What follows belongs to an exercise in optimizing a design on an open flow for small area; a production flow would make more cautious choices. The RTL was checked by simulation tests, not by an equivalence proof against the original design.

==> inputs of run a <==
Design fft_r4_stage5, start of the top module:
module fft_r4_stage5(clk, rst, enable, data_in, data_out);
  input clk;
  input rst;
  input enable;
  input  [31:0] data_in;
  output [31:0] data_out;
  wire [1:0] slot;
  wire valid, clr;
  wire [8:0] mr;
  wire nr;
  wire [7:0] mi;
  wire ni;
  wire [31:0] x;
  rom_addr_generate tw(.clk(clk), .rst(rst), .enable(enable),
                       .slot(slot), .valid(valid), .clr(clr),
                       .mr(mr), .nr(nr), .mi(mi), .ni(ni));
  s4p1_5 #(32) dly(.clk(clk), .enable(enable), .clr(clr),
                   .data_in(data_in), .data_out(x));
  pipe_line_b4_top_5 dp(.clk(clk), .rst(rst), .enable(enable), .slot(slot),
                        .valid(valid), .x(x),
                        .mr(mr), .nr(nr), .mi(mi), .ni(ni),
                        .data_out(data_out));
endmodule
Settings: LEC_CHECK=0, ABC_AREA=1, CAP_MARGIN=20, CORE_MARGIN=2, CORE_UTILIZATION=60, CTS_BUF_LIST=sky130_fd_sc_hd__clkbuf_4, CTS_CLUSTER_SIZE=8, PLACE_DENSITY=0.68, SLEW_MARGIN=20, SYNTH_MEMORY_MAX_BITS=32768; clock period 7.0 ns.
standard.sh (not shown) runs the stock make flow with config.mk's settings and CLKGATE_MAP_FILE= SYNTH_SCRIPT=/design/flow/synth_recipe.tcl, a recipe that flattens the netlist after the stock synthesis.
==> flow/flow/run.sh <==
#!/bin/bash
# The standard layout, with three changes:
#  - the final ABC mapping of the standard synthesis uses flow/abc_area2.script
#    (two rounds of dc2 / dch -f / area-oriented map) instead of abc_area.script;
#  - after synthesis, flow/fa_polarity.py chooses the polarity of each
#    full-adder cell (a full adder is self-dual) and rebuilds the inverters so
#    that each signal has at most one, as few as the polarities allow;
#    registers, their names and cell types are those of the standard synthesis;
#  - the ports are buffered with sky130_fd_sc_hd__buf_1.
set -euo pipefail
HERE=$(pwd)
cat > my_synth.tcl <<TCL
proc abc {args} {
  set i [lsearch -exact \$args -script]
  if {\$i >= 0} { lset args [expr {\$i + 1}] $HERE/flow/abc_area2.script }
  yosys abc {*}\$args
}
source $HERE/synth_recipe.tcl
exec python3 $HERE/flow/fa_polarity.py \$::env(RESULTS_DIR)/1_2_yosys.v 2> $HERE/fa_polarity.log
TCL
bash standard.sh SYNTH_SCRIPT=$HERE/my_synth.tcl \
  "BUFFER_PORTS_ARGS=-buffer_cell sky130_fd_sc_hd__buf_1" finish > standard.log 2>&1
==> flow/flow/abc_area2.script <==
strash
dc2
dch -f
map -a
strash
dc2
dch -f
map -a
topo
stime -c
buffer -c
upsize -c
dnsize -c
==> flow/flow/fa_polarity.py <==
#!/usr/bin/env python3
# Removes inverters around full-adder cells by choosing each full adder's
# polarity (a full adder is self-dual: FA(~a,~b,~c) = (~sum, ~cout)).
# Every inverter is taken out, each signal is kept in the polarity its driver
# gives, and one inverter per signal is added back where some load needs the
# complement. The polarities are chosen by local search to need the fewest.
# usage: fa_pol2.py netlist.v   (rewritten in place)
import re, sys, collections, random

path = sys.argv[1]
text = open(path).read()
inst_re = re.compile(r'^(\s*)(sky130_fd_sc_hd__\w+)\s+(\S+)\s*\((.*?)\);\s*$', re.S | re.M)
pin_re = re.compile(r'\.(\w+)\(\s*(.*?)\s*\)\s*(?:,|$)', re.S)
cells = {}; order = []
for m in inst_re.finditer(text):
    typ, name, body = m.group(2), m.group(3), m.group(4)
    cells[name] = [typ, {p: n.strip() for p, n in pin_re.findall(body)}]
    order.append(name)
INV = ('sky130_fd_sc_hd__inv_1', 'sky130_fd_sc_hd__clkinv_1')
FA = ('sky130_fd_sc_hd__fa_1', 'sky130_fd_sc_hd__fa_2')
OUTPINS = {'X', 'Y', 'Q', 'Q_N', 'SUM', 'COUT', 'HI', 'LO'}
start = text.index(';', text.index('module')) + 1
hdr = text[:start]
portnames = set(re.findall(r'[A-Za-z_][\w$]*', hdr))
def isport(n): return n.split('[')[0].strip() in portnames
def is_const(n): return n in ("1'b0", "1'b1")

driver = {}
for name in order:
    typ, pins = cells[name]
    for p, n in pins.items():
        if p in OUTPINS: driver[n] = (name, p)
# inverters that stay: those driving a port
inv_cells = [c for c in order if cells[c][0] in INV and not isport(cells[c][1]['Y'])]
inv_set = set(inv_cells)
def base(n):
    pol = 0
    seen = 0
    while True:
        d = driver.get(n)
        if d and d[0] in inv_set:
            n = cells[d[0]][1]['A']; pol ^= 1; seen += 1
            if seen > 50: raise Exception('loop')
        else:
            return n, pol
fas = [c for c in order if cells[c][0] in FA]
fa_idx = {c: i for i, c in enumerate(fas)}
# demands: for each load pin of a non-inverter cell: (base, pol, fa or None)
demands = collections.defaultdict(list)  # base -> list of (pol, fa_index or -1)
pinrefs = []   # (cell, pin, base, pol)
for name in order:
    if name in inv_set: continue
    typ, pins = cells[name]
    for p, n in pins.items():
        if p in OUTPINS: continue
        b, pol = base(n)
        fi = fa_idx.get(name, -1) if p in ('A', 'B', 'CIN') else -1
        pinrefs.append((name, p, b, pol))
        if not is_const(b): demands[b].append((pol, fi))
# physical polarity of a base signal: flip of the FA driving it
owner = {}
for c in fas:
    for p in ('SUM', 'COUT'):
        owner[cells[c][1][p]] = fa_idx[c]
# a base that is an output port, or drives one through a kept inverter: its FA may not flip
frozen = set()
for b in list(owner):
    if isport(b): frozen.add(owner[b])
for c in order:
    if cells[c][0] in INV and c not in inv_set:
        b, _ = base(cells[c][1]['A'])
        if b in owner: frozen.add(owner[b])
F = [0] * len(fas)
touch = collections.defaultdict(set)
for b, ds in demands.items():
    if b in owner: touch[owner[b]].add(b)
    for pol, fi in ds:
        if fi >= 0: touch[fi].add(b)
def cost_b(b):
    ph = F[owner[b]] if b in owner else 0
    for pol, fi in demands[b]:
        d = pol ^ (F[fi] if fi >= 0 else 0)
        if d != ph: return 1
    return 0
def total(): return sum(cost_b(b) for b in demands)
def delta(i):
    bs = touch[i]
    before = sum(cost_b(b) for b in bs)
    F[i] ^= 1
    after = sum(cost_b(b) for b in bs)
    F[i] ^= 1
    return after - before
cur = total()
start_cost = cur
best = cur; bestF = F[:]
rng = random.Random(1)
idx = [i for i in range(len(fas)) if i not in frozen]
for rnd in range(60):
    improved = True
    while improved:
        improved = False
        for i in idx:
            d = delta(i)
            if d < 0:
                F[i] ^= 1; cur += d; improved = True
    if cur < best: best = cur; bestF = F[:]
    # perturb: zero-gain and random moves
    F = bestF[:]; cur = best
    for i in rng.sample(idx, max(1, len(idx) // 10)):
        d = delta(i)
        if d <= 1: F[i] ^= 1; cur += d
F = bestF
assert total() == best
# rebuild
newcells = []
invnet = {}
k = [0]
def comp_net(b):
    if b not in invnet:
        k[0] += 1
        y = '_fapn%d_' % k[0]
        invnet[b] = y
        newcells.append(('sky130_fd_sc_hd__inv_1', '_fapi%d_' % k[0], {'A': b, 'Y': y}))
    return invnet[b]
for name, p, b, pol in pinrefs:
    fi = fa_idx.get(name, -1) if p in ('A', 'B', 'CIN') else -1
    d = pol ^ (F[fi] if fi >= 0 else 0)
    if is_const(b):
        v = (b == "1'b1") ^ d
        cells[name][1][p] = "1'b1" if v else "1'b0"
        continue
    ph = F[owner[b]] if b in owner else 0
    cells[name][1][p] = b if d == ph else comp_net(b)
# kept inverters (driving ports): their input demand
for c in order:
    if cells[c][0] in INV and c not in inv_set:
        b, pol = base(cells[c][1]['A'])
        ph = F[owner[b]] if b in owner else 0
        cells[c][1]['A'] = b if pol == ph else comp_net(b)
end = text.rindex('endmodule')
body = text[start:end]
decls = [l for l in body.split('\n') if re.match(r'\s*(input|output|inout|wire|reg)\b', l)]
out = [hdr] + decls + ['  wire %s;' % y for y in invnet.values()]
def em(typ, name, pins):
    out.append('  %s %s (' % (typ, name))
    out.append(',\n'.join('    .%s(%s%s)' % (p, n, ' ' if n.startswith('\\') else '') for p, n in pins.items()))
    out.append('  );')
for name in order:
    if name in inv_set: continue
    em(cells[name][0], name, cells[name][1])
for typ, name, pins in newcells: em(typ, name, pins)
out.append(text[end:])
open(path, 'w').write('\n'.join(out))
sys.stderr.write('fa_pol2: inverters %d -> %d (flips %d)\n' % (len(inv_cells), best, sum(F)))
==> run b: changes against run a <==
- CORE_UTILIZATION: 60 -> 55
- PLACE_DENSITY: 0.68 -> 0.63
==> run c: changes against run a <==
==> flow/flow/run.sh (replaced) <==
#!/bin/bash
# The standard layout, with two changes:
#  - the final ABC mapping of the standard synthesis uses flow/abc_area2.script
#    (two rounds of dc2 / dch -f / area-oriented map) instead of abc_area.script;
#    registers, their names and cell types are those of the standard synthesis;
#  - the ports are buffered with sky130_fd_sc_hd__buf_1.
set -euo pipefail
HERE=$(pwd)
cat > my_synth.tcl <<TCL
proc abc {args} {
  set i [lsearch -exact \$args -script]
  if {\$i >= 0} { lset args [expr {\$i + 1}] $HERE/flow/abc_area2.script }
  yosys abc {*}\$args
}
source $HERE/synth_recipe.tcl
TCL
bash standard.sh SYNTH_SCRIPT=$HERE/my_synth.tcl \
  "BUFFER_PORTS_ARGS=-buffer_cell sky130_fd_sc_hd__buf_1" finish > standard.log 2>&1
==> flow/flow/abc_area2.script (replaced) <==
strash
dc2
dch -f
map -a
strash
dc2
dch -f
map -a
topo
stime -c
upsize -c
dnsize -c
removed: flow/flow/fa_polarity.py
==> run d: changes against run a <==
- CORE_UTILIZATION: 60 -> 65
- PLACE_DENSITY: 0.68 -> 0.72
==> run notes <==
| item | run d | run b | run c | run a |
|---|---|---|---|---|
| Result of the run | finished clean | finished clean | finished clean | finished clean |
| Share of post-route cells with drive strength above 1 | 0.108 | 0.112 | 0.123 | 0.103 |
| Syn-to-layout area delta | 9.31% | 10.0% | 12.9% | 8.89% |
| DRT iter0 DRCs | 2530 | 1924 | 2113 | 1881 |
| Width of the die | 243 um | 264 um | 252 um | 253 um |
| Worst hold endpoint | dp.bf.m2i[10] | dp.bf.m2i[9] | dly.d1[26] | dp.bf.m2r[1] |
| Detail Placement HPWL | 74100 um | 67100 um | 66800 um | 67100 um |
| Transition at the pin with the smallest max-transition slack | 0.974 ns | 0.933 ns | 0.951 ns | 0.988 ns |
| Critical Path Max Stage Delay | 0.56 ns | 0.52 ns | 0.51 ns | 0.54 ns |
| Non-clock inverter instance count of the final layout | 567 | 567 | 710 | 567 |
| Number of buffers inserted during clock tree synthesis | 102 | 108 | 107 | 107 |
| Final Critical Period | 6.74 ns | 6.63 ns | 6.67 ns | 6.59 ns |
| Area after detailed placement | 38900 sq um | 39000 sq um | 39800 sq um | 38900 sq um |
| Detailed-router iteration count before antenna repair | 7 | 6 | 5 | 6 |
| Critical Path Stages | 25 | 32 | 26 | 26 |
| Setup clock skew after layout | 0.0956 ns | 0.0888 ns | 0.103 ns | 0.101 ns |
| Wire length of the first global-routing pass | 156000 um | 146000 um | 147000 um | 143000 um |
| Multi-input combinational cell area | 23100 sq um | 23100 sq um | 23300 sq um | 23000 sq um |
| Via count | 28.8k | 27.7k | 28.5k | 27.5k |
| Post-Route Hold Slack | 0.364 ns | 0.355 ns | 0.320 ns | 0.350 ns |
| Height of the die | 243 um | 264 um | 252 um | 253 um |
| Clock buffer count | 154 | 152 | 160 | 167 |
| Max layer used | met5 | met4 | met4 | met4 |

==> static timing again, ports no longer ideal <==
How much do the figures lean on ideal ports? The routed layouts below were timed once more, with nothing changed but the port constraints.
Step 1 sets driving cells, clkbuf_16 on the clock port and buf_2 on the other inputs (assumed; they add their load-dependent delay and slew).
Step 2, shift: input delay + t, output delay - t, t = (earliest + latest rising clock arrival at the registers) / 2. This alone moves slack from input paths to output paths.
a / b / c = ideal / step 1 / step 2; a / b = the first two.
run	shift t [ns]	setup slack, ns	worst setup path after step 2	worst register clock-pin slew, ns
run a	0.929	0.410 / 0.410 / 0.410	register to register	0.09 / 0.09
run b	0.974	0.373 / 0.373 / 0.373	register to register	0.08 / 0.08
run c	0.917	0.334 / 0.334 / 0.334	register to register	0.08 / 0.08
run d	0.923	0.256 / 0.256 / 0.256	register to register	0.07 / 0.07
After both steps every run listed still meets setup and hold.
